From an optimization exercise on the open Yosys and OpenROAD flow, aimed at small area; shortcuts taken in it are not production practice. Function was checked by simulation only, so behaviour that the tests miss may differ from the original. Power figures rest on the tool's default switching activity, not on a simulated workload.

==> flow/run.sh <==
#!/bin/bash
# Own flow: the standard layout (standard.sh) with three changes:
#  - synthesis maps the logic with an area-oriented ABC script (abc_area.script) and without
#    Yosys's adder extraction; everything before ABC, and so every register, is the standard
#    synthesis's;
#  - clock tree: smaller clusters of clkbuf cells and no dummy loads (cts.args);
#  - port buffers: the cell named in port_buffer.txt.
# Each tool's log stays under orfs/logs/; make's output goes to flow_make.log.
set -euo pipefail
W=$PWD
F=$(cd "$(dirname "${BASH_SOURCE[0]}")" && pwd)
export MY_ABC_SCRIPT=$F/abc_area.script
export CTS_ARGS="$(cat "$F/cts.args")"
export BUFFER_PORTS_ARGS="-buffer_cell $(cat "$F/port_buffer.txt")"
{
  head -n 1 synth_recipe.tcl
  cat <<'TCL'
proc abc {args} {
  set i [lsearch -exact $args -script]
  if {$i >= 0} { set args [lreplace $args [expr {$i + 1}] [expr {$i + 1}] $::env(MY_ABC_SCRIPT)] }
  yosys abc {*}$args
}
TCL
  tail -n +2 synth_recipe.tcl
} > "$W/area_synth.tcl"
sed "s#SYNTH_SCRIPT=[^ ]*#SYNTH_SCRIPT=$W/area_synth.tcl ADDER_MAP_FILE=#" standard.sh > "$W/area_standard.sh"
grep -q "SYNTH_SCRIPT=$W/area_synth.tcl ADDER_MAP_FILE=" "$W/area_standard.sh"
bash "$W/area_standard.sh" finish > "$W/flow_make.log" 2>&1
test -s out/final.def
==> flow/abc_area.script <==
&get -n
&st
&dc2
&dch
&nf -R 1000
&put
==> flow/cts.args <==
-sink_clustering_enable -repair_clock_nets -dont_use_dummy_load -buf_list sky130_fd_sc_hd__clkbuf_8 -sink_clustering_size 20 -sink_clustering_max_diameter 50
==> flow/port_buffer.txt <==
sky130_fd_sc_hd__buf_1
==> standard.sh <==
#!/bin/bash
# synth_recipe.tcl (not shown) runs the flow's synth.tcl, then flattens the netlist and writes it again
# the make line also repeats each setting of config.mk as NAME=value (left out here)
make -C /OpenROAD-flow-scripts/flow DESIGN_CONFIG=/design/flow/config.mk WORK_HOME=/design/flow/orfs CLKGATE_MAP_FILE= SYNTH_SCRIPT=/design/flow/synth_recipe.tcl "${@:-finish}"
==> config.mk <==
export PLATFORM = sky130hd
export DESIGN_NAME = vga_controller
export DESIGN_NICKNAME = vga_controller
export VERILOG_FILES = /design/flow/design.v
export SDC_FILE = /design/flow/constraint.sdc
export NUM_CORES = 4
export LEC_CHECK = 0
export CAP_MARGIN = 20
export CORE_MARGIN = 2
export CORE_UTILIZATION = 30
export SLEW_MARGIN = 20
==> constraint.sdc <==
create_clock -name core_clock -period 10.0 [get_ports {clk}]
set_input_delay 2.0000 -clock core_clock [delete_from_list [all_inputs] [get_ports {clk}]]
set_output_delay 2.0000 -clock core_clock [all_outputs]
set_load 0.01 [all_outputs]
==> design.v <==
module vga_sync(
    input clk,
    input rst,
    output reg h_sync,
    output reg v_sync,
    output reg [5:0] a,
    output reg [2:0] b,
    output reg [2:0] p,
    output reg [9:0] y_counter
    );
wire [11:0] xc = {a, b, p};
wire x_end = a[5] & a[2] & a[1] & a[0] & b[2] & ~p[2] & p[1] & p[0];    
wire y_end = y_counter[9] & y_counter[3] & y_counter[2] & y_counter[1] & y_counter[0];   
always @(posedge clk)
  if (rst) begin
    a <= 6'd0; b <= 3'd1; p <= 3'd0;
    y_counter <= 10'd0;
    h_sync <= 1'b1;
    v_sync <= 1'b1;
  end else begin
    if (x_end) begin
      a <= 6'd0; b <= 3'd1; p <= 3'd0;
      y_counter <= y_end ? 10'd0 : y_counter + 10'd1;
    end else begin
      p <= p + 3'd1;
      if (p == 3'd7) begin
        if (b[2]) begin b <= 3'd0; a <= a + 6'd1; end
        else b <= b + 3'd1;
      end
    end
    h_sync <= ~((xc >= 12'd2080) && (xc <= 12'd2389));
    v_sync <= ~((y_counter == 10'd493) || (y_counter == 10'd494));
  end
endmodule
module array_shifter(
    input [15:0] data,
    input en,
    input clk,
    input rst,
    output reg [287:0] SIPO,
    output reg [4:0] lim
    );
always @(posedge clk)
  if (en) SIPO <= {data, SIPO[287:16]};
always @(posedge clk)
  if (rst) lim <= 5'd24;
  else if (en && lim != 5'd6) lim <= lim - 5'd1;
endmodule
module char_pos(input [1:0] a, input [2:0] b, output [4:0] code);
assign code[0] = (b[1] & a[1]) | (~b[0] & ~b[2] & a[0]) | (b[2] & a[1]) | (~b[1] & ~b[2] & a[0] & ~a[1]);
assign code[1] = (b[0] & ~a[0]) | (b[0] & b[1] & a[1]) | (~b[1] & ~b[2] & ~a[1]) | (~b[0] & ~b[1] & a[1]) | (b[2] & ~a[0]);
assign code[2] = (b[1] & ~a[0]) | (b[2] & ~a[0]) | (b[0] & a[0] & ~a[1]) | (~b[0] & a[1]);
assign code[3] = (~b[0] & ~b[1] & ~a[0]) | (b[0] & ~b[1] & a[0] & ~a[1]) | (b[2]);
assign code[4] = (b[1]) | (~b[0] & a[0]) | (b[0] & ~a[1]);
endmodule
module num_pos(input [4:0] code, input [2:0] yl, input [2:0] pp, output pix);
reg [7:0] row;
always @*
  case ({code, yl})
    8'd0: row = 8'b00110011;
    8'd1: row = 8'b00110011;
    8'd2: row = 8'b11100001;
    8'd3: row = 8'b00000000;
    8'd4: row = 8'b11100001;
    8'd5: row = 8'b00110011;
    8'd6: row = 8'b00110011;
    8'd7: row = 8'b00110011;
    8'd8: row = 8'b11000000;
    8'd9: row = 8'b11000000;
    8'd10: row = 8'b11110011;
    8'd11: row = 8'b00000000;
    8'd12: row = 8'b11000000;
    8'd13: row = 8'b11000000;
    8'd14: row = 8'b11100000;
    8'd15: row = 8'b11000000;
    8'd16: row = 8'b01100000;
    8'd17: row = 8'b00110000;
    8'd18: row = 8'b11110011;
    8'd19: row = 8'b00000000;
    8'd20: row = 8'b11100001;
    8'd21: row = 8'b00110011;
    8'd22: row = 8'b00000011;
    8'd23: row = 8'b10000001;
    8'd24: row = 8'b00000011;
    8'd25: row = 8'b00110011;
    8'd26: row = 8'b11100001;
    8'd27: row = 8'b00000000;
    8'd28: row = 8'b11100001;
    8'd29: row = 8'b00110011;
    8'd30: row = 8'b00000011;
    8'd31: row = 8'b11000001;
    8'd32: row = 8'b11110111;
    8'd33: row = 8'b00000011;
    8'd34: row = 8'b00000011;
    8'd35: row = 8'b00000000;
    8'd36: row = 8'b00000011;
    8'd37: row = 8'b10000011;
    8'd38: row = 8'b11000011;
    8'd39: row = 8'b00110011;
    8'd40: row = 8'b00000011;
    8'd41: row = 8'b00110011;
    8'd42: row = 8'b11100001;
    8'd43: row = 8'b00000000;
    8'd44: row = 8'b11110011;
    8'd45: row = 8'b00110000;
    8'd46: row = 8'b11110001;
    8'd47: row = 8'b00000011;
    8'd48: row = 8'b00110011;
    8'd49: row = 8'b00110011;
    8'd50: row = 8'b11100001;
    8'd51: row = 8'b00000000;
    8'd52: row = 8'b11100001;
    8'd53: row = 8'b00110011;
    8'd54: row = 8'b00110000;
    8'd55: row = 8'b11110001;
    8'd56: row = 8'b11000000;
    8'd57: row = 8'b11000000;
    8'd58: row = 8'b11000000;
    8'd59: row = 8'b00000000;
    8'd60: row = 8'b11110011;
    8'd61: row = 8'b00110011;
    8'd62: row = 8'b10000001;
    8'd63: row = 8'b11000000;
    8'd64: row = 8'b00110011;
    8'd65: row = 8'b00110011;
    8'd66: row = 8'b11100001;
    8'd67: row = 8'b00000000;
    8'd68: row = 8'b11100001;
    8'd69: row = 8'b00110011;
    8'd70: row = 8'b00110011;
    8'd71: row = 8'b11100001;
    8'd72: row = 8'b00000011;
    8'd73: row = 8'b00110011;
    8'd74: row = 8'b11100001;
    8'd75: row = 8'b00000000;
    8'd76: row = 8'b11100001;
    8'd77: row = 8'b00110011;
    8'd78: row = 8'b00110011;
    8'd79: row = 8'b11100011;
    8'd80: row = 8'b00110011;
    8'd81: row = 8'b00110011;
    8'd82: row = 8'b00110011;
    8'd83: row = 8'b00000000;
    8'd84: row = 8'b11000000;
    8'd85: row = 8'b11100001;
    8'd86: row = 8'b00110011;
    8'd87: row = 8'b11110011;
    8'd88: row = 8'b00110011;
    8'd89: row = 8'b00110011;
    8'd90: row = 8'b11110001;
    8'd91: row = 8'b00000000;
    8'd92: row = 8'b11110001;
    8'd93: row = 8'b00110011;
    8'd94: row = 8'b00110011;
    8'd95: row = 8'b11110001;
    8'd96: row = 8'b00110000;
    8'd97: row = 8'b00110011;
    8'd98: row = 8'b11100001;
    8'd99: row = 8'b00000000;
    8'd100: row = 8'b11100001;
    8'd101: row = 8'b00110011;
    8'd102: row = 8'b00110000;
    8'd103: row = 8'b00110000;
    8'd104: row = 8'b00110011;
    8'd105: row = 8'b10110001;
    8'd106: row = 8'b11110000;
    8'd107: row = 8'b00000000;
    8'd108: row = 8'b11110000;
    8'd109: row = 8'b10110001;
    8'd110: row = 8'b00110011;
    8'd111: row = 8'b00110011;
    8'd112: row = 8'b00110000;
    8'd113: row = 8'b00110000;
    8'd114: row = 8'b11110011;
    8'd115: row = 8'b00000000;
    8'd116: row = 8'b11110011;
    8'd117: row = 8'b00110000;
    8'd118: row = 8'b00110000;
    8'd119: row = 8'b11110000;
    8'd120: row = 8'b00110000;
    8'd121: row = 8'b00110000;
    8'd122: row = 8'b00110000;
    8'd123: row = 8'b00000000;
    8'd124: row = 8'b11110011;
    8'd125: row = 8'b00110000;
    8'd126: row = 8'b00110000;
    8'd127: row = 8'b11110000;
    8'd128: row = 8'b00000000;
    8'd129: row = 8'b11000000;
    8'd130: row = 8'b11000000;
    8'd131: row = 8'b01100000;
    8'd132: row = 8'b00000000;
    8'd133: row = 8'b00000000;
    8'd134: row = 8'b00000000;
    8'd135: row = 8'b00000000;
    8'd136: row = 8'b11000000;
    8'd137: row = 8'b11000000;
    8'd138: row = 8'b11100001;
    8'd139: row = 8'b00000000;
    8'd140: row = 8'b11100001;
    8'd141: row = 8'b11000000;
    8'd142: row = 8'b11000000;
    8'd143: row = 8'b11000000;
    8'd144: row = 8'b10110011;
    8'd145: row = 8'b00110011;
    8'd146: row = 8'b00110011;
    8'd147: row = 8'b00000000;
    8'd148: row = 8'b00110011;
    8'd149: row = 8'b01110011;
    8'd150: row = 8'b11110011;
    8'd151: row = 8'b11110011;
    8'd152: row = 8'b11110000;
    8'd153: row = 8'b10110001;
    8'd154: row = 8'b00110011;
    8'd155: row = 8'b00000000;
    8'd156: row = 8'b11110001;
    8'd157: row = 8'b00110011;
    8'd158: row = 8'b00110011;
    8'd159: row = 8'b11110001;
    8'd160: row = 8'b00000011;
    8'd161: row = 8'b00110011;
    8'd162: row = 8'b11100001;
    8'd163: row = 8'b00000000;
    8'd164: row = 8'b11100001;
    8'd165: row = 8'b00110011;
    8'd166: row = 8'b00110000;
    8'd167: row = 8'b11100001;
    8'd168: row = 8'b00110011;
    8'd169: row = 8'b00110011;
    8'd170: row = 8'b11100001;
    8'd171: row = 8'b00000000;
    8'd172: row = 8'b00110011;
    8'd173: row = 8'b00110011;
    8'd174: row = 8'b00110011;
    8'd175: row = 8'b00110011;
    8'd176: row = 8'b11110111;
    8'd177: row = 8'b01110111;
    8'd178: row = 8'b00110110;
    8'd179: row = 8'b00000000;
    8'd180: row = 8'b00110110;
    8'd181: row = 8'b00110110;
    8'd182: row = 8'b00110110;
    8'd183: row = 8'b10110110;
    8'd184: row = 8'b11000000;
    8'd185: row = 8'b11000000;
    8'd186: row = 8'b11000000;
    8'd187: row = 8'b00000000;
    8'd188: row = 8'b00110011;
    8'd189: row = 8'b00110011;
    8'd190: row = 8'b00110011;
    8'd191: row = 8'b11100001;
    8'd192: row = 8'b00000000;
    8'd193: row = 8'b11000000;
    8'd194: row = 8'b11000000;
    8'd195: row = 8'b00000000;
    8'd196: row = 8'b00000000;
    8'd197: row = 8'b11000000;
    8'd198: row = 8'b11000000;
    8'd199: row = 8'b00000000;
    default: row = 8'b0;
  endcase
assign pix = row[pp];
endmodule
module vga_controller(
    input clk,
    input rst,
    input [15:0] data,
    input en,
    output h_sync,
    output v_sync,
    output red0,
    output red1,
    output green0,
    output green1,
    output blue0,
    output blue1
    );
wire [5:0] a;
wire [2:0] b, p;
wire [9:0] y;
wire [287:0] SIPO;
wire [4:0] lim;
vga_sync sync_50M(.clk(clk), .rst(rst), .h_sync(h_sync), .v_sync(v_sync),
                  .a(a), .b(b), .p(p), .y_counter(y));
array_shifter myshift(.data(data), .en(en), .clk(clk), .rst(rst), .SIPO(SIPO), .lim(lim));
wire text_row = (y >= 10'd124) && (y <= 10'd131);
wire [17:0] ws;
genvar k;
generate for (k = 0; k < 18; k = k + 1) begin : g_ws
  assign ws[k] = (a == k + 6);
end endgenerate
reg [15:0] wd;
integer i;
always @* begin
  wd = 16'd0;
  for (i = 0; i < 18; i = i + 1)
    wd = wd | (SIPO[16*i +: 16] & {16{ws[i]}});
end
wire [3:0] nib = ((wd[15:12] & {4{b == 3'd0}}) | (wd[11:8] & {4{b == 3'd1}}) |
                  (wd[7:4] & {4{b == 3'd2}}) | (wd[3:0] & {4{b == 3'd3}})) & {4{{1'b0, a} >= lim}};
wire [4:0] fcode;
char_pos u_chr(.a(a[1:0]), .b(b), .code(fcode));
wire in_digits = (a >= 6'd6) && (a <= 6'd23);
wire is_comma = b[2];
wire in_fixed = (a >= 6'd3) && (a <= 6'd5);
wire [4:0] ncode = !text_row ? 5'd31 :
                   in_digits ? (!is_comma ? {1'b0, nib} : (a != 6'd23) ? 5'd16 : 5'd31) :
                   in_fixed ? fcode : 5'd31;
reg [4:0] code;
reg pix;
wire gpix;
num_pos u_num(.code(code), .yl(y[2:0]), .pp(p), .pix(gpix));
always @(posedge clk)
  if (rst) begin
    code <= 5'd31; pix <= 1'b0;
  end else begin
    if (p == 3'd2) code <= ncode;
    pix <= gpix;
  end
assign green0 = pix;
assign red0 = 1'b0;
assign red1 = 1'b0;
assign green1 = 1'b0;
assign blue0 = 1'b0;
assign blue1 = 1'b0;
endmodule
==> results of run 1 <==
[layout make-up]
type | instances | area [sq um]
Multi-Input combinational cell | 556 | 3420
Tap cell | 539 | 674
Timing Repair Buffer | 47 | 290
Inverter | 13 | 48.8
Sequential cell | 323 | 9350
Fill cell | 4103 | 27800
Clock buffer | 30 | 413
[power breakdown]
| group | switching (mW) | internal (mW) | total [mW] |
|---|---|---|---|
| Sequential | 0.0456 | 1.55 | 1.60 |
| Combinational | 0.0595 | 0.0249 | 0.0844 |
| Clock | 0.408 | 0.266 | 0.674 |
| Total | 0.513 | 1.84 | 2.36 |
[final timing paths]
path / start / to / depth (start not counted) / slack [ps]
setup reg to reg: sync_50M.a[5] / code[2] / 12 / 6450
hold / removal: myshift.SIPO[94] / myshift.SIPO[78] / 0 / 420
setup / recovery: en / myshift.SIPO[250] / 3 / 6100
hold reg to reg: myshift.SIPO[94] / myshift.SIPO[78] / 0 / 420
[flip-flops by register name, summed over array words and instances (netlist names)]
register / flops
sync_50M.h_sync: 1
sync_50M.a: 6
myshift.SIPO: 288
code: 5
myshift.lim: 5
sync_50M.p: 3
sync_50M.b: 3
sync_50M.y_counter: 10
sync_50M.v_sync: 1
pix: 1
[synth_stat cells, types with 17 or more instances]
library cell  instances
edfxtp_1            288
nor2_1               82
nand2_1              64
a222oi_1             48
a21oi_1              37
dfxtp_1              35
a22oi_1              34
o21ai_0              34
nor3_1               33
nand3_1              28
a221oi_1             17
nand4_1              17
[logic make-up (layout without fill, tap and decap cells)]
kind of cell	after synthesis	count (layout)	share of synthesized area
other	1	5	0.000293
XOR/XNOR	2	2	0.00137
buffers and inverters	18	90	0.00674
flip-flops	323	323	0.730
AO/OA/AOI/OAI	269	269	0.157
AND/OR/NAND/NOR	278	278	0.103
adder cells (fa/ha/maj)	2	2	0.00156
[metal layers]
metal,vias up,share of wire
met2,386,0.45
met4,0,0.024
met3,67,0.084
met1,4244,0.45
met5,-,0
li1,3858,-
[per-stage QoR]
stage	hold WS, ps	instances	power, mW	setup WS (ps)
final	415	1508	2.36	6100
after global routing	430	1508	2.44	5940
after CTS	421	1508	2.38	6150
after detailed placement	433	1478	1.71	5500
after global placement	430	1478	1.71	5590
after floorplan	425	897	1.65	7220
==> flow_summary.toml, run 1 <==
[setup_path]
critPathBufInv = 3
arrival_ps = 4090
slowest_delay_ps = 770
end_kind = "flip-flop"
crit_path_cell_trace = "clkbuf_4, buf_4, buf_12"
start_kind = "primary input"
critical_path.max_fanout = 194
slowest_stage = "buf_12"
critical_path.top_delay_family = "buffers and inverters"
crit_type = "in2reg"
required_ps = 10190

[synth]
synth_cell_type_count = 51
ys_ff_latch = 323
synth-edff-count = 288
syn_inst = 893
synth_async_sr_flop_share = 0
ys.flop_type = "edfxtp_1"
yosysTopAreaCell = "edfxtp_1"
yosys_warnings = 4
yosys-top-cells-area = "edfxtp_1, dfxtp_1, a222oi_1, nor2_1, a22oi_1"
synth_top_area_frac = 0.675
synth_area_sq_um = 12800
syn-mean-instance-area_sq_um = 14.3
yosysSeqAreaShare = 0.730

[timing]
fmax_ghz = 0.257
setup_violations = 0
finalCritPeriodShare = 0.390
hold_violations = 0
slew-limit-headroom = 0.319
fin_skew_ps = 40.2
finalCriticalPeriod_ps = 3900
slew_violations = 0
tns_ps = 0
rsz0062_at_grt = "false"
worst_pin_slew_ps = 1020

[clock_tree]
clkTransAtPathRegs_ps = 110
clock_path_buffers = 3
cts_tree = "yes"
cts_setup_buffers = 0
cts_buffers = 30
clock-sinks = 323
cts.htree.levels = 1
clk_latency_ps = 600
cts-resized-gates = 0
cts_root_buffer = "clkbuf_8"
cts_hold_buf = 0

[placement]
gp_congestion = 0.872
placed_area_sq_um = 13800
io_buffers = 21
place_hpwl_um = 18900

[floorplanning]
start_util = 0.305
fp.dieW_um = 211
io_pins = 27
die_area_sq_um = 44300
num_rows = 75
core_area_sq_um = 42000
fp.dieH_um = 211

[grt]
antenna_found_initial = 0
busiest_layer = "met2"
grt-ovfl-total = 0
first_global_vias = 8268
met3_usage = 0.0191
track_usage = 0.142
globalRouteMet2Util = 0.216
grt_max_degree = 195
grt_use_met1 = 0.211
grt_pass1_wl_um = 49100

[cells_and_area]
diodes = 0
layout_common_cells = "edfxtp_1, nor2_1, nand2_1, a222oi_1, a21oi_1"
area_growth_pct = 10.9
mostFrequentLayoutCell = "edfxtp_1"
nets = 990
layout-drive-gt1-share = 0.0671
post-route-util = 0.338
stdcell_area_sq_um = 14200

[worst_hold_path]
hp-class = "reg2reg"

[routing]
first_pass_iters = 5
wl_per_cell_um = 21.3
drtAntennaViolNets = 0
vias = 8555
first_iter_violations = 1205
vias_per_cell = 5.67
routed_wirelength_um = 32100
drc = 0

[run_status]
status = "timing/DRC/antenna clean"

[pwr]
peakVddDrop_v = 0.000112
pwr_density_cell_nw_per_um2 = 166
static-leakage-power_nw = 4.53

[flow_run]
maxCapViolCount = 0
==> run 2, diff against run 1 <==
--- a/flow/run.sh
+++ b/flow/run.sh
@@ -1,5 +1,6 @@
 #!/bin/bash
 # Own flow: the standard layout (standard.sh) with three changes:
-#  - synthesis maps the logic with an area-oriented ABC script (abc_area.script) and without
+#  - synthesis maps the logic with an area-oriented ABC script (abc_area.script: deepsyn for
+#    120 s, then area-recovering mapping) and without
 #    Yosys's adder extraction; everything before ABC, and so every register, is the standard
 #    synthesis's;
==> flow/abc_area.script (replaced) <==
&get -n
&st
&dc2
&deepsyn -T 120
&dch
&nf -R 1000
&put
==> flow/cts.args (replaced) <==
-sink_clustering_enable -repair_clock_nets -dont_use_dummy_load -buf_list sky130_fd_sc_hd__clkbuf_8 -sink_clustering_size 14 -sink_clustering_max_diameter 60
==> run 2 against run 1 <==
Against the previous run: first-iteration DRC count is 5.5% lower; global-route usage decreased by 0.18 points; utilization is 0.21 points lower; die area is 3.4% lower; critical path type unchanged; critical endpoint is now code[1].
==> flow_summary.toml, run 2 <==
[setup_path]
critical_path.max_fanout = 16
start_kind = "primary input"
required_ps = 10450
end_kind = "flip-flop"
critPathBufInv = 2
crit_type = "in2reg"
cp_common_cell = "nor2_1"
slowest_stage = "nor3_1"
reg2reg_to = "pix"
crit_path_cell_trace = "buf_1, nor2_1, clkinv_1, a2111oi_0, nand4_1, nor3_1, nand2_1, a211oi_1, nor2_1"
reg2reg_depth = 13
slowest_delay_ps = 420
arrival_ps = 4050
critical_path.top_delay_family = "simple AND/OR/NAND/NOR gates"
ff2ff_setup_slack_ps = 6650
crit-reg2reg-launch = "code[0]"

[floorplanning]
start_util = 0.303
die_area_sq_um = 42800
fp.dieW_um = 207
num_rows = 74
core_area_sq_um = 40700
fp.dieH_um = 207
io_pins = 27

[clock_tree]
cts.htree.levels = 1
cts_tree = "yes"
cts_hold_buf = 0
cts_setup_buffers = 0
clk_latency_ps = 620
clock-sinks = 323
cts_root_buffer = "clkbuf_8"
clock_path_buffers = 3
clkTransAtPathRegs_ps = 90
cts-resized-gates = 0
cts_buffers = 28

[cells_and_area]
multi_input_comb_area_sq_um = 2950
nets = 909
stdcell_area_sq_um = 13700
fillers = 3930
layout_common_cells = "edfxtp_1, nor2_1, nand2_1, a222oi_1, dfxtp_1"
largest_register_ffs = 288
layout-drive-gt1-share = 0.0642
seq_area_sq_um = 9350
diodes = 0
top_register = "myshift.SIPO"
area_growth_pct = 10.7
largestRegisters = "myshift.SIPO: 288 flops, sync_50M.y_counter: 10 flops, sync_50M.a: 6 flops"
mostFrequentLayoutCell = "edfxtp_1"
post-route-util = 0.336

[timing]
tns_ps = 0
rsz0062_at_grt = "false"
finalCriticalPeriod_ps = 3600
fmax_ghz = 0.278
finalCritPeriodShare = 0.360
slew_violations = 0
hold_violations = 0
worst_pin_slew_ps = 1040
setup_violations = 0
fin_skew_ps = 73.9
slew-limit-headroom = 0.305

[synth]
syn_inst = 817
synth_compound_area_frac = 0.129
muxShareOfSynthArea = 0.000810
synth_fa_ha_area_frac = 0.00324
synth-edff-count = 288
yosys_warnings = 4
synth-simple-area-share = 0.0973
yosysTopAreaCell = "edfxtp_1"
synth_async_sr_flop_share = 0
ys_ff_latch = 323
synth_top_area_frac = 0.700
yosysMostFrequentCell = "edfxtp_1"
ys_top_cells_by_count = "edfxtp_1, nor2_1, nand2_1, a222oi_1, dfxtp_1"
synth_area_sq_um = 12400
synth-xor-area-share = 0.00496
synth_top_family_by_area = "compound AO/OA/AOI/OAI gates"
synth_cell_type_count = 54
ys.flop_type = "edfxtp_1"
syn-mean-instance-area_sq_um = 15.1
yosysSeqAreaShare = 0.757
yosys-top-cells-area = "edfxtp_1, dfxtp_1, a222oi_1, nor2_1, nand2_1"

[worst_hold_path]
hp-start = "myshift.SIPO[123]"
hp-class = "reg2reg"
holdPathEnd = "myshift.SIPO[107]"
whs_path_depth = 0

[flow_run]
maxCapViolCount = 0

[run_status]
status = "timing/DRC/antenna clean"

[pwr]
p_sw_frac = 0.212
p_seq_frac = 0.694
static-leakage-power_nw = 4.32
pwr-share-clk = 0.287
pwr_density_cell_nw_per_um2 = 168
p_comb_frac = 0.019
peakVddDrop_v = 0.000137
internal_power_mw = 1.81
switching_power_uw = 486

[routing]
vias = 7952
first_pass_iters = 9
routed_wirelength_um = 30400
drtAntennaViolNets = 0
vias_per_cell = 5.60
first_iter_violations = 1139
wl_per_cell_um = 21.4
drc = 0

[grt]
grt-ovfl-total = 0
first_global_vias = 7444
antenna_found_initial = 0
grt_max_degree = 194
grt_pass1_wl_um = 45500
track_usage = 0.140

[placement]
place_hpwl_um = 17700
gp_congestion = 0.867
io_buffers = 21
placed_area_sq_um = 13300
==> run 2: changes by cell type after synthesis, sizes merged, moves of 6 or more <==
cell,change
or2,-6
nor3,-11
nand4,+9
nand3,-8
nor2b,-6
a22o,-9
a21oi,-6
a211o,-6
o21ai,-14
o22ai,-12
==> run 2: power groups by stage <==
stage	Combinational [mW]	Clock (mW)	Sequential (mW)
finish	0.0430	0.659	1.59
global route	0.0483	0.718	1.60
CTS	0.0434	0.671	1.60
detailed placement	0.0438	0	1.62
global placement	0.0427	0	1.62
floorplan	0.0153	0	1.60
==> run 2: through the flow <==
step	power, mW	setup WS, ps	std cells	hold slack, ps
floorplan	1.62	6560	821	421
global placement	1.67	5860	1392	430
detailed placement	1.67	5810	1392	434
CTS	2.31	6370	1420	400
global route	2.37	6050	1420	416
finish	2.30	6400	1420	412
==> run 2: final cells by class <==
| class | count | share of cell area |
|---|---|---|
| sequential | 323 | 0.684 |
| multi-input combinational | 478 | 0.216 |
| tap | 532 | 0.0487 |
| clock buffer | 28 | 0.0282 |
| timing repair buffer | 44 | 0.0196 |
| inverter | 15 | 0.00412 |
==> run 2: layer usage <==
metal,global-route usage,share of wire
met1,0.204,0.43
met2,0.210,0.45
met3,0.0316,0.10
met4,0.0393,0.022
met5,0,0
==> run 2: how the worst max path moves through the flow <==
stage | endpoint | slack, ps | startpoint | cells past startpoint
global placement | code[1] | 5860 | rst | 9
CTS | code[1] | 6370 | rst | 9
global route | code[1] | 6050 | rst | 9
finish | code[1] | 6400 | rst | 9
detailed placement | code[1] | 5810 | rst | 9
floorplan | code[1] | 6560 | rst | 8
==> run 2: logic make-up (layout without fill, tap and decap cells) <==
group,after synthesis,after routing
adder cells (fa/ha/maj),4,4
multiplexers,1,1
buffers and inverters,20,87
flip-flops,323,323
XOR/XNOR,7,7
AND/OR/NAND/NOR,253,253
other,1,5
AO/OA/AOI/OAI,208,208
==> run 3, diff against run 2 <==
--- a/design.v
+++ b/design.v
@@ -304,6 +304,5 @@
 wire is_comma = b[2];
 wire in_fixed = (a >= 6'd3) && (a <= 6'd5);
-wire [4:0] ncode = !text_row ? 5'd31 :
-                   in_digits ? (!is_comma ? {1'b0, nib} : (a != 6'd23) ? 5'd16 : 5'd31) :
+wire [4:0] ncode = in_digits ? (!is_comma ? {1'b0, nib} : (a != 6'd23) ? 5'd16 : 5'd31) :
                    in_fixed ? fcode : 5'd31;
 reg [4:0] code;
@@ -312,10 +311,8 @@
 num_pos u_num(.code(code), .yl(y[2:0]), .pp(p), .pix(gpix));
 always @(posedge clk)
-  if (rst) begin
-    code <= 5'd31; pix <= 1'b0;
-  end else begin
-    if (p == 3'd2) code <= ncode;
-    pix <= gpix;
-  end
+  if (p == 3'd2) code <= ncode;
+always @(posedge clk)
+  if (rst) pix <= 1'b0;
+  else pix <= gpix & text_row;
 assign green0 = pix;
 assign red0 = 1'b0;
==> run 3 against run 2 <==
Against the previous run: critical path type unchanged; final cell count increased by 0.70%; sequential power about the same; total power grew 0.38%; design area rose by 1.1%; non-clock buffer count unchanged; die area up 0.85%; synthesized cell count is 1.2% higher; area after synthesis rose by 0.86%; sequential share of layout area shrank 0.36 points.
==> flow_summary.toml, run 3 <==
[routing]
routed_wirelength_um = 31000
first_iter_violations = 1068
drtAntennaViolNets = 0
vias_per_cell = 5.62
drc = 0
first_pass_iters = 7
wl_per_cell_um = 21.7
vias = 8038

[clock_tree]
clock_path_buffers = 3
clock-sinks = 323
clk_latency_ps = 650
cts_tree = "yes"
clkTransAtPathRegs_ps = 90
cts_buffers = 28
cts_root_buffer = "clkbuf_8"
cts.htree.levels = 1
cts_hold_buf = 0
cts-resized-gates = 0
cts_setup_buffers = 0

[placement]
placed_cells = 1401
place_hpwl_um = 17700
gp_congestion = 0.908
placed_area_sq_um = 13400
io_buffers = 21
place_ws_ps = 5200

[floorplanning]
core_area_sq_um = 40900
die_area_sq_um = 43200
start_util = 0.305
num_rows = 74
fp.dieH_um = 208
fp.dieW_um = 208
io_pins = 27

[cells_and_area]
post-route-util = 0.338
seq_area_sq_um = 9400
area_growth_pct = 10.9
top_register = "myshift.SIPO"
largestRegisters = "myshift.SIPO: 288 flops, sync_50M.y_counter: 10 flops, sync_50M.a: 6 flops"
layout_common_cells = "edfxtp_1, nand2_1, a22oi_1, nor2_1, nor3_1"
multi_input_comb_area_sq_um = 3050
nets = 919
diodes = 0
largest_register_ffs = 288
instances_no_fill = 1430
fillers = 3983
stdcell_area_sq_um = 13800
mostFrequentLayoutCell = "edfxtp_1"
layout-drive-gt1-share = 0.0702

[synth]
ys.flop_type = "edfxtp_1"
yosysMostFrequentCell = "edfxtp_1"
synth_area_sq_um = 12500
yosys-top-cells-area = "edfxtp_1, dfxtp_1, a22oi_1, a222oi_1, nor3_1"
synth_top_area_frac = 0.706
yosys_warnings = 4
yosysSeqAreaShare = 0.754
synth-edff-count = 293
synth_cell_type_count = 50
ys_top_cells_by_count = "edfxtp_1, nand2_1, a22oi_1, nor3_1, nor2_1"
yosysTopAreaCell = "edfxtp_1"
ys_ff_latch = 323
synth_async_sr_flop_share = 0
syn-mean-instance-area_sq_um = 15.1
syn_inst = 827

[timing]
tns_ps = 0
setup_ws_ps = 5830
slew-limit-headroom = 0.200
hold_violations = 0
hold_ws_ps = 312
worst_pin_slew_ps = 1190
finalCriticalPeriod_ps = 4170
fmax_ghz = 0.240
setup_violations = 0
rsz0062_at_grt = "false"
finalCritPeriodShare = 0.417
slew_violations = 0
fin_skew_ps = 143

[pwr]
p_total_mw = 2.31
peakVddDrop_v = 0.000148
pwr_density_cell_nw_per_um2 = 167
static-leakage-power_nw = 4.41

[run_status]
status = "timing/DRC/antenna clean"

[grt]
grt-ovfl-total = 0
grt_max_degree = 91
grt_pass1_wl_um = 46700
first_global_vias = 7708
antenna_found_initial = 0
track_usage = 0.139

[setup_path]
required_ps = 10180
critical_path.max_fanout = 89
arrival_ps = 4350
ff2ff_setup_slack_ps = 6440
end_kind = "flip-flop"
crit_type = "in2reg"
start_kind = "primary input"

[flow_run]
maxCapViolCount = 0

[worst_hold_path]
hp-class = "reg2reg"
-- run 3: changes by cell type in the layout (fill, tap and decap cells not counted), sizes merged, moves of 5 or more --
cell / previous run / this run
a21oi: 31 / 44
a222oi: 51 / 30
a22o: 7 / 14
a22oi: 31 / 60
a31oi: 12 / 3
and3: 2 / 7
dfxtp: 35 / 30
edfxtp: 288 / 293
nor2: 79 / 51
nor2b: 4 / 9
nor3: 22 / 54
o211ai: 5 / 0
-- run 3: area by class of cell --
class / count / area share
sequential: 323 / 0.680
tap: 532 / 0.0482
timing repair buffer: 44 / 0.0199
clock buffer: 28 / 0.0279
multi-input combinational: 492 / 0.221
inverter: 11 / 0.00299
-- run 3: layer usage --
layer / global-route usage / share of wire / vias up
met1: 0.198 / 0.42 / 3977
li1: - / - / 3556
met4: 0.0377 / 0.031 / 0
met3: 0.0346 / 0.10 / 76
met5: 0 / 0 / -
met2: 0.209 / 0.45 / 429
-- run 3: cells by family after synthesis --
kind of cell             count (synthesis)  share of synthesized area
XOR/XNOR                                 4                    0.00281
AND/OR/NAND/NOR                        255                     0.0999
AO/OA/AOI/OAI                          224                      0.133
adder cells (fa/ha/maj)                  3                    0.00241
buffers and inverters                   16                    0.00633
flip-flops                             323                      0.754
multiplexers                             1                   0.000803
other                                    1                   0.000301
-- run 3: worst max-delay path, cell delays in order --
cell	delay, ps
clkbuf_4	530
buf_4	760
buf_4	950
-- run 3: report_power, final --
part           total [mW]  internal, mW  switching (mW)  leakage, nW
sequential           1.60          1.56          0.0424         3.09
clock               0.656         0.248           0.408        0.201
combinational      0.0516        0.0152          0.0364         1.12
total                2.31          1.82           0.487         4.41
-- run 3: worst paths after layout --
kind	start	end	depth (start not counted)
worst max-delay path	en	myshift.SIPO[204]	3
worst min-delay path	myshift.SIPO[33]	myshift.SIPO[17]	0
worst max register to register	code[1]	pix	16
worst min register to register	myshift.SIPO[33]	myshift.SIPO[17]	0
==> run 4, diff against run 3 <==
==> flow/cts.args (replaced) <==
-sink_clustering_enable -repair_clock_nets -dont_use_dummy_load -buf_list sky130_fd_sc_hd__clkbuf_8 -sink_clustering_size 16 -sink_clustering_max_diameter 80
==> run 4 against run 3 <==
Against the previous run: die area is the same; design area fell by 0.40%; still clean on timing, DRC and antenna; clock power decreased by 7.5%; final cell count fell by 0.28%; via count shrank 0.63%; worst setup slack worse by 58 ps; fmax is 1.4% lower; routed wire length shrank 0.87%; combinational power about the same.
==> flow_summary.toml, run 4 <==
[routing]
wl_per_cell_um = 21.6
vias = 7987
drc = 0
first_pass_iters = 5
routed_wirelength_um = 30800
first_iter_violations = 996
vias_per_cell = 5.60
drtAntennaViolNets = 0

[floorplanning]
num_rows = 74
start_util = 0.305
fp.dieW_um = 208
die_area_sq_um = 43200
io_pins = 27
core_area_sq_um = 40900
fp.dieH_um = 208

[timing]
fmax_ghz = 0.237
tns_ps = 0
rsz0062_at_grt = "false"
setup_violations = 0
finalCriticalPeriod_ps = 4230
finalCritPeriodShare = 0.423
worst_pin_slew_ps = 1160
slew-limit-headroom = 0.222
hold_ws_ps = 382
setup_ws_ps = 5770
hold_violations = 0
slew_violations = 0
fin_skew_ps = 89.1

[synth]
yosysSeqAreaShare = 0.754
synth_cell_type_count = 50
yosysTopAreaCell = "edfxtp_1"
ys_ff_latch = 323
syn_inst = 827
syn-mean-instance-area_sq_um = 15.1
synth-edff-count = 293
yosys_warnings = 4
synth_area_sq_um = 12500
yosysMostFrequentCell = "edfxtp_1"
ys.flop_type = "edfxtp_1"
ys_top_cells_by_count = "edfxtp_1, nand2_1, a22oi_1, nor3_1, nor2_1"
synth_top_area_frac = 0.706
synth_async_sr_flop_share = 0
yosys-top-cells-area = "edfxtp_1, dfxtp_1, a22oi_1, a222oi_1, nor3_1"

[pwr]
static-leakage-power_nw = 4.38
pwr_density_cell_nw_per_um2 = 164
p_total_mw = 2.26
peakVddDrop_v = 0.000116

[clock_tree]
cts_hold_buf = 0
clk_latency_ps = 600
cts-resized-gates = 0
cts_buffers = 24
clock-sinks = 323
cts.htree.levels = 1
clock_path_buffers = 3
cts_root_buffer = "clkbuf_8"
cts_setup_buffers = 0
cts_tree = "yes"
clkTransAtPathRegs_ps = 100

[cells_and_area]
mostFrequentLayoutCell = "edfxtp_1"
nets = 915
layout_common_cells = "edfxtp_1, nand2_1, a22oi_1, nor2_1, nor3_1"
area_growth_pct = 10.4
layout-drive-gt1-share = 0.0660
stdcell_area_sq_um = 13800
diodes = 0
largest_register_ffs = 288
post-route-util = 0.336
instances_no_fill = 1426
top_register = "myshift.SIPO"
fillers = 3994
largestRegisters = "myshift.SIPO: 288 flops, sync_50M.y_counter: 10 flops, sync_50M.a: 6 flops"

[grt]
track_usage = 0.137
antenna_found_initial = 1
grt_pass1_wl_um = 46500
grt-ovfl-total = 0
globalRouteMet2Util = 0.211
grt_max_degree = 91
first_global_vias = 7681
grt_use_met1 = 0.196
met3_usage = 0.0312
busiest_layer = "met2"

[setup_path]
crit_path_cell_trace = "clkbuf_4, buf_4, buf_4"
slowest_delay_ps = 920
reg2reg_to = "code[0]"
cp_common_cell = "buf_4"
start_kind = "primary input"
arrival_ps = 4380
crit_start = "en"
slowest_stage = "buf_4"
crit-reg2reg-launch = "sync_50M.a[3]"
critical_path.max_fanout = 89
end_kind = "flip-flop"
required_ps = 10160
ff2ff_setup_slack_ps = 6360
reg2reg_depth = 9
crit_type = "in2reg"

[worst_hold_path]
hp-class = "reg2reg"
hp-start = "myshift.SIPO[33]"
whs_path_depth = 0
holdPathEnd = "myshift.SIPO[17]"

[placement]
placed_cells = 1401
place_hpwl_um = 17700
gp_congestion = 0.908
place_ws_ps = 5200
placed_area_sq_um = 13400
io_buffers = 21

[run_status]
status = "timing/DRC/antenna clean"

[flow_run]
maxCapViolCount = 0
==> run 4: power by group <==
group          internal, mW  switching [mW]  leakage (nW)
clock                 0.215           0.392         0.173
combinational        0.0152          0.0363          1.12
sequential             1.56          0.0424          3.09
total                  1.79           0.470          4.38
==> run 4: critical path: cells and delay by family <==
family / cells / cell delay (ps)
buf+inv: 3 / 2210
==> run 4: cells by family after synthesis <==
group                    count (synthesis)  synth area share
adder cells (fa/ha/maj)                  3           0.00241
multiplexers                             1          0.000803
AO/OA/AOI/OAI                          224             0.133
AND/OR/NAND/NOR                        255            0.0999
buffers and inverters                   16           0.00633
flip-flops                             323             0.754
other                                    1          0.000301
XOR/XNOR                                 4           0.00281
==> run 4: layout make-up <==
type | count | area [sq um] | share of cell area
Clock buffer | 24 | 330 | 0.0240
Tap cell | 532 | 666 | 0.0484
Sequential cell | 323 | 9400 | 0.683
Multi-Input combinational cell | 492 | 3050 | 0.222
Inverter | 11 | 41.3 | 0.00300
Timing Repair Buffer | 44 | 275 | 0.0200
==> run 4: worst max path at each step <==
stage	endpoint	slack [ps]	depth (start not counted)
floorplan	sync_50M.a[5]	7120	5
global placement	myshift.SIPO[66]	5290	3
detailed placement	myshift.SIPO[66]	5200	3
CTS	myshift.SIPO[137]	5820	3
global route	myshift.SIPO[19]	5630	3
finish	myshift.SIPO[28]	5770	3
==> run 4: routing by layer <==
layer  up-vias  share of wire
met5         -              0
met4         0          0.019
met3        49           0.10
met2       402           0.45
met1      3995           0.42
li1       3541              -

## afterwards: timing with drivers on the ports
How much do the figures lean on ideal ports? The routed layouts below were timed once more, with nothing changed but the port constraints. Step 1, drivers: a clkbuf_16 drives clk and a buf_2 each remaining input, both assumed. Step 2, shift: input delay + t, output delay - t, t = (earliest + latest rising clock arrival at the registers) / 2. This alone moves slack from input paths to output paths. Three values: ideal, step 1, step 2; two values: the first two.
run | t (ns) | setup WS [ns] | hold slack, ns | worst data-port slew with drivers (ns) | cell pins on the clock port's net
run 1 | 0.625 | 6.102 / 6.124 / 5.499 | 0.415 / 0.415 / 0.415 | 0.05 | 1
run 2 | 0.613 | 6.397 / 6.417 / 5.804 | 0.412 / 0.412 / 0.412 | 0.04 | 1
run 3 | 0.627 | 5.832 / 5.853 / 5.227 | 0.312 / 0.312 / 0.312 | 0.04 | 1
run 4 | 0.605 | 5.773 / 5.797 / 5.192 | 0.382 / 0.382 / 0.382 | 0.04 | 1
After both steps setup and hold are still met in every run listed. The setup slack of run 3, which loses most, moves by +0.021 ns with the drivers and by -0.605 ns with both steps.
